Background: an optimization exercise with open tools, aiming at small area. Do not read the settings as production practice.
In this exercise RTL edits were held to simulation tests only and were not proved equivalent to the original.
The flow treats the clock pin as an ideal source. Dropping or thinning the clock tree relies on that and would not hold on a real chip.
Power and IR drop assume default switching activity.

the reference run:
==> flow/design.v (excerpt) <==
module ds18b20(
  input        CLOCK_50,
  input        Q_KEY ,
  input        ds_in,        
  output       ds_pull_low,  
  output [7:0] SEG7_SEG,
  output [3:0] SEG7_SEL
);
==> module ds18b20, before the edit <==
module ds18b20(
  input        CLOCK_50,
  input        Q_KEY ,
  input        ds_in,        
  output       ds_pull_low,  
  output [7:0] SEG7_SEG,
  output [3:0] SEG7_SEL
);
wire clk = CLOCK_50;
wire rst = Q_KEY;
function [10:0] U;
  input integer k;
  integer i;
  reg [10:0] x;
  begin
    x = 11'd0;
    for (i = 0; i < k % 2048; i = i + 1)
      x = {x[9:0], x[10] ^ x[8] ^ (x[9:0] == 10'd0)};
    U = x;
  end
endfunction
reg [10:0] sl;
reg [2:0]  pos;
reg [5:0]  c50;
reg [3:0]  bc;
wire       sl_z   = (sl[9:0] == 10'd0);
wire       step   = sl[10] & sl_z;           
wire [2:0] pos_nx = pos + step;
always @(posedge clk or posedge rst)
  if (rst) begin
    sl  <= U(1023);
    pos <= 3'd0;
    c50 <= 6'd0;
    bc  <= 4'd0;
  end else begin
    sl  <= {sl[9:0], sl[10] ^ sl[8] ^ sl_z};
    pos <= pos_nx;
    c50 <= (c50 == 6'd49) ? 6'd0 : c50 + 1'b1;
    bc  <= (bc == 4'd10) ? 4'd0 : bc + 1'b1;
  end
wire tick = (c50 == 6'd25);
function [9:0] T;
  input integer k;
  integer i;
  reg [9:0] x;
  begin
    x = 10'd0;
    for (i = 0; i < (k + 1023) % 1023; i = i + 1)
      x = {x[8:0], ~(x[9] ^ x[6])};
    T = x;
  end
endfunction
reg        cv;
reg [5:0]  s;
reg [9:0]  c;
reg        pl;             
reg [3:0]  t_lo;           
reg [7:0]  d;              
reg        v;              
wire [31:0] cmd = 32'hBECC44CC;
wire wbit = cmd[s[4:0]];
wire rs   = ~cv & s[5] & ~s[4];
wire rd   = s[5];
wire wr   = ~cv & ~s[5];
wire rdsl = ~cv & s[5] & s[4];
wire       wrap = (c == T(-1));
wire [9:0] c_nx = {c[8:0], ~(c[9] ^ c[6])};
wire [5:0] s_nx = s + wrap;
always @(posedge clk or posedge rst)
  if (rst) begin
    cv <= 1'b0;
    s  <= 6'd32;
    c  <= T(-1);
    pl <= 1'b0;
  end else if (tick) begin
    s <= s_nx;
    c <= c_nx;
    if (cv) begin
      if ((ds_in && (s[5] | s[4])) || (s[5] && s[1:0] == 2'b11 && c == T(564))) begin
        cv <= 1'b0;
        s  <= 6'd34;
        c  <= T(0);
      end
    end else if (rs) begin
      if (c == T(0))   pl <= 1'b1;
      if (c == T(502)) pl <= 1'b0;
      if (c == T(605) && ds_in) c <= T(0);
      if (c == T(1007)) begin
        c <= T(0);
        s <= {1'b0, s[1], 4'd0};
      end
    end else if (!rd) begin
      if (wbit) begin
        if (c == T(0)) pl <= 1'b1;
        if (c == T(2)) pl <= 1'b0;
      end else begin
        if (c == T(1))  pl <= 1'b1;
        if (c == T(82)) pl <= 1'b0;
      end
      if (c == T(82)) begin
        if (s[3:0] == 4'd15) begin
          c <= T(-2);
          if (s[4]) s <= 6'd47;
          else      cv <= 1'b1;
        end else
          c <= T(-1);
      end
    end else begin
      if (c == T(0)) pl <= 1'b1;
      if (c == T(2)) pl <= 1'b0;
      if (c == T(70)) begin
        if (s[3:0] == 4'd15) begin
          s <= 6'd32;
          c <= T(-2);
        end else
          c <= T(-1);
      end
    end
  end
assign ds_pull_low = pl;
wire sample  = tick & rdsl & (c == T(14));
wire written = rdsl & (c == T(15));
wire commit  = written & (bc == 4'd10) & (c50 >= 6'd36);
always @(posedge clk)
  if (sample) v <= ds_in;
integer i;
always @(posedge clk or posedge rst)
  if (rst) begin
    t_lo <= 4'hF;
    d    <= 8'h01;
  end else begin
    for (i = 0; i < 4; i = i + 1)
      if (written && s[3:0] == i) t_lo[i] <= v;
    for (i = 0; i < 8; i = i + 1)
      if (commit && s[3:0] == i + 4) d[i] <= v;
  end
wire [2:0] addr_nx = pos_nx;           
wire [2:0] addr    = pos;              
reg [3:0] sel;
always @(*) begin
  sel = 4'b1111;
  if (!addr_nx[2]) sel[addr_nx[1:0]] = 1'b0;
end
assign SEG7_SEL = sel;
wire [7:0] frac10 = {4'd0, t_lo} * 8'd10;
wire [3:0] frac = frac10[7:4];
function [3:0] a3(input [3:0] x);
  case (x)
    4'd5: a3 = 4'd8; 4'd6: a3 = 4'd9; 4'd7: a3 = 4'd10; 4'd8: a3 = 4'd11; 4'd9: a3 = 4'd12;
    4'd0, 4'd1, 4'd2, 4'd3, 4'd4: a3 = x;
    default: a3 = 4'bxxxx;
  endcase
endfunction
wire [3:0] q1 = a3({1'b0, d[7:5]});
wire [3:0] q2 = a3({q1[2:0], d[4]});
wire [3:0] q3 = a3({q2[2:0], d[3]});
wire [3:0] q4 = a3({q3[2:0], d[2]});
wire [3:0] r1 = a3({1'b0, q1[3], q2[3], q3[3]});
wire [3:0] q5 = a3({q4[2:0], d[1]});
wire [3:0] r2 = a3({r1[2:0], q4[3]});
wire [3:0] ones = {q5[2:0], d[0]};
wire [3:0] tens = {r2[2:0], q5[3]};
wire [3:0] hund = {2'b0, r1[3], r2[3]};
reg [3:0] digit;
always @(*)
  case (addr)
    3'd0: digit = frac;
    3'd1: digit = ones;
    3'd2: digit = tens;
    3'd3: digit = hund;
    default: digit = 4'd0;
  endcase
reg blank;           
always @(posedge clk or posedge rst)
  if (rst) blank <= 1'b1;
  else     blank <= 1'b0;
reg [6:0] seg;
always @(*)
  case (digit)
    4'd0: seg = 7'h40;
    4'd1: seg = 7'h79;
    4'd2: seg = 7'h24;
    4'd3: seg = 7'h30;
    4'd4: seg = 7'h19;
    4'd5: seg = 7'h12;
    4'd6: seg = 7'h02;
    4'd7: seg = 7'h78;
    4'd8: seg = 7'h00;
    4'd9: seg = 7'h10;
    default: seg = 7'bxxxxxxx;
  endcase
assign SEG7_SEG = blank ? 8'hFF : {addr != 3'd1, seg};
endmodule
clock: 10.0 ns
lec_check: 0
abc_area: 1
cap_margin: 20
core_margin: 2
core_utilization: 40
slew_margin: 20
standard.sh (not shown) runs the stock make flow with config.mk's settings and CLKGATE_MAP_FILE= SYNTH_SCRIPT=/design/flow/synth_recipe.tcl, a recipe that flattens the netlist after the stock synthesis.
==> flow/flow/run.sh <==
#!/bin/bash
# Layout flow: the standard flow (standard.sh), with these changes:
#  - synthesis: ORFS's synthesis script unchanged except for the ABC
#    technology-mapping step, which uses an area-only script (deepsyn, then
#    area mapping) instead of ORFS's script, whose buffering and up-sizing
#    steps add area. Flip-flop mapping, flattening and renaming are as in
#    synth_recipe.tcl, so the registers are the standard synthesis's.
#    Synthesis runs NSEED times with different ABC seeds, in parallel, and
#    the netlist with the least cell area is laid out.
#  - every port gets a sky130_fd_sc_hd__buf_1 buffer (the standard flow uses
#    clkdlybuf4s50_1).
#  - after CTS, post_cts.tcl (if cts.env exists) replaces the clock tree with
#    a one-level tree of MY_CTS_NBUF buffers, one per cluster of flip-flops.
# Each make run's output goes to a log file in this folder; ORFS's own
# per-step logs are kept under orfs*/logs.
set -euo pipefail
W=$(pwd)
FD=$W/flow
NSEED=${NSEED:-4}

# synthesis core: ORFS's synth.tcl with the abc call pointed at our script
sed "s#log_cmd abc {\*}\$abc_args#log_cmd abc -script \$::env(MY_ABC_SCRIPT) {*}[lrange \$abc_args 2 end]#" \
  "$FLOW_HOME/scripts/synth.tcl" > $W/my_synth_core.tcl
grep -q "MY_ABC_SCRIPT" $W/my_synth_core.tcl

# The standard flow's synthesis script, sourcing the modified core
sed "s#source \$::env(SCRIPTS_DIR)/synth.tcl#source $W/my_synth_core.tcl#" \
  $W/synth_recipe.tcl > $W/my_synth.tcl
grep -q "my_synth_core.tcl" $W/my_synth.tcl

# The standard flow, with the synthesis script swapped
sed "s#SYNTH_SCRIPT=[^ ]*synth_recipe.tcl#SYNTH_SCRIPT=$W/my_synth.tcl#" standard.sh > $W/my_standard.sh
grep -q "my_synth.tcl" $W/my_standard.sh
grep -q "WORK_HOME=$W/orfs " $W/my_standard.sh

# synthesis trials
for i in $(seq 0 $((NSEED - 1))); do
  printf 'strash\n&get -n\n&deepsyn -T 60 -S %d\n&put\ndch\namap\n' $i > $W/abc_s$i.script
  sed "s#WORK_HOME=$W/orfs #WORK_HOME=$W/orfs_s$i #" $W/my_standard.sh > $W/my_standard_s$i.sh
  MY_ABC_SCRIPT=$W/abc_s$i.script bash $W/my_standard_s$i.sh synth > $W/synth_s$i.log 2>&1 &
done
wait
best=-1; best_area=1e30
for i in $(seq 0 $((NSEED - 1))); do
  a=$(grep -h "Chip area for module" $W/orfs_s$i/reports/*/ds18b20/base/synth_stat.txt | head -1 | awk '{print $NF}')
  echo "seed $i: synthesis cell area $a" | tee -a $W/synth_trials.log
  if [[ -n "$a" ]] && awk -v a="$a" -v b="$best_area" 'BEGIN {exit !(a < b)}'; then best=$i; best_area=$a; fi
done
echo "using seed $best ($best_area)" | tee -a $W/synth_trials.log
[[ $best -ge 0 ]]
mv $W/orfs_s$best $W/orfs

EXTRA=()
if [[ -f $FD/cts.env ]]; then
  source $FD/cts.env
  export MY_CTS_NBUF MY_CTS_BUF
  EXTRA+=("POST_CTS_TCL=$FD/post_cts.tcl")
fi
MY_ABC_SCRIPT=$W/abc_s$best.script bash $W/my_standard.sh finish \
  BUFFER_PORTS_ARGS="-buffer_cell sky130_fd_sc_hd__buf_1" "${EXTRA[@]}" > $W/flow_make.log 2>&1
Other scripts of this flow, unchanged in this note and not shown: flow/flow/cts.env, flow/flow/post_cts.tcl
--- input diff the reference run..the trial run ---
--- a/flow/design.v
+++ b/flow/design.v
@@ -50,46 +50,44 @@
       x = {x[8:0], ~(x[9] ^ x[6])};
     T = x;
   end
 endfunction
-reg        cv;
+reg        rs, cv;
 reg [5:0]  s;
 reg [9:0]  c;
 reg        pl;             
 reg [3:0]  t_lo;           
 reg [7:0]  d;              
 reg        v;              
 wire [31:0] cmd = 32'hBECC44CC;
 wire wbit = cmd[s[4:0]];
-wire rs   = ~cv & s[5] & ~s[4];
 wire rd   = s[5];
-wire wr   = ~cv & ~s[5];
-wire rdsl = ~cv & s[5] & s[4];
+wire wr   = ~rs & ~cv & ~rd;
+wire rdsl = ~rs & ~cv & rd;
 wire       wrap = (c == T(-1));
 wire [9:0] c_nx = {c[8:0], ~(c[9] ^ c[6])};
 wire [5:0] s_nx = s + wrap;
 always @(posedge clk or posedge rst)
   if (rst) begin
+    rs <= 1'b1;
     cv <= 1'b0;
-    s  <= 6'd32;
+    s  <= 6'd63;
     c  <= T(-1);
     pl <= 1'b0;
   end else if (tick) begin
     s <= s_nx;
     c <= c_nx;
-    if (cv) begin
+    if (rs) begin
+      if (c == T(0))   pl <= 1'b1;
+      if (c == T(502)) pl <= 1'b0;
+      if ((c == T(605) && ds_in) || c == T(1007)) c <= T(0);
+      if (c == T(1007)) rs <= 1'b0;
+    end else if (cv) begin
       if ((ds_in && (s[5] | s[4])) || (s[5] && s[1:0] == 2'b11 && c == T(564))) begin
         cv <= 1'b0;
-        s  <= 6'd34;
+        rs <= 1'b1;
+        s  <= 6'd16;
         c  <= T(0);
-      end
-    end else if (rs) begin
-      if (c == T(0))   pl <= 1'b1;
-      if (c == T(502)) pl <= 1'b0;
-      if (c == T(605) && ds_in) c <= T(0);
-      if (c == T(1007)) begin
-        c <= T(0);
-        s <= {1'b0, s[1], 4'd0};
       end
     end else if (!rd) begin
       if (wbit) begin
         if (c == T(0)) pl <= 1'b1;
@@ -110,10 +108,10 @@
       if (c == T(0)) pl <= 1'b1;
       if (c == T(2)) pl <= 1'b0;
       if (c == T(70)) begin
         if (s[3:0] == 4'd15) begin
-          s <= 6'd32;
-          c <= T(-2);
+          rs <= 1'b1;
+          c  <= T(-2);
         end else
           c <= T(-1);
       end
     end
--- outcome ---
Diff the reference run -> the trial run | number of standard cells in the layout, taps in and fillers out | increase of 5. The wire length of the first global-routing pass reported for the trial run is smaller than that of the reference run by 1.3%. The run showing the smaller area after synthesis is the reference run. [the trial run vs the reference run] layout overhead on the synthesized area: higher in the trial run. Relative to the reference run, the trial run degrades total internal power. Looking at post-placement setup slack, the trial run sits below the reference run. Part of the cycle the worst path needs ends up higher on the trial run. SEG7_SEG[6] as the worst setup path endpoint was reported by the trial run, and SEG7_SEG[3] by the reference run. [compare] base=the reference run new=the trial run: worst path setup slack after routing now sits lower, register area share after synthesis picked up an extra 0.58 points, area of all placed cells without fillers went up by about 1.1%, setup slack of the worst register-to-register path shows an increase of 1110 ps, portion of total power attributed to combinational logic stayed essentially flat. Highest net fanout along the worst path: the trial run > the reference run. After detailed routing, the reference run needs more wire than the trial run.
In every run of this note, the design's own scripts or RTL, not TritonCTS, make the clock network.

## separate check: timing with driven ports
No port has a modelled driver above. Below, the same layouts with a new extraction and two added sets of constraints. Step 1 assumes that a clkbuf_16 drives the clock port and a buf_2 every other input. Step 2 adds t to the input delays and takes it off the output delays; t is the mean of the earliest and latest rising clock arrival at the registers after step 1. Input paths then give back, and output paths get back, about the clock's delay inside the block. Slacks: no drivers / after step 1 / after step 2; pairs: no drivers / after step 1.
run | t (ns) | setup slack, ns | cell pins on the clock port's net
the reference run | 0.205 | 4.805 / 4.750 / 4.955 | 4
the trial run | 0.210 | 4.339 / 4.280 / 4.489 | 4
After both steps setup and hold are still met in every run listed.
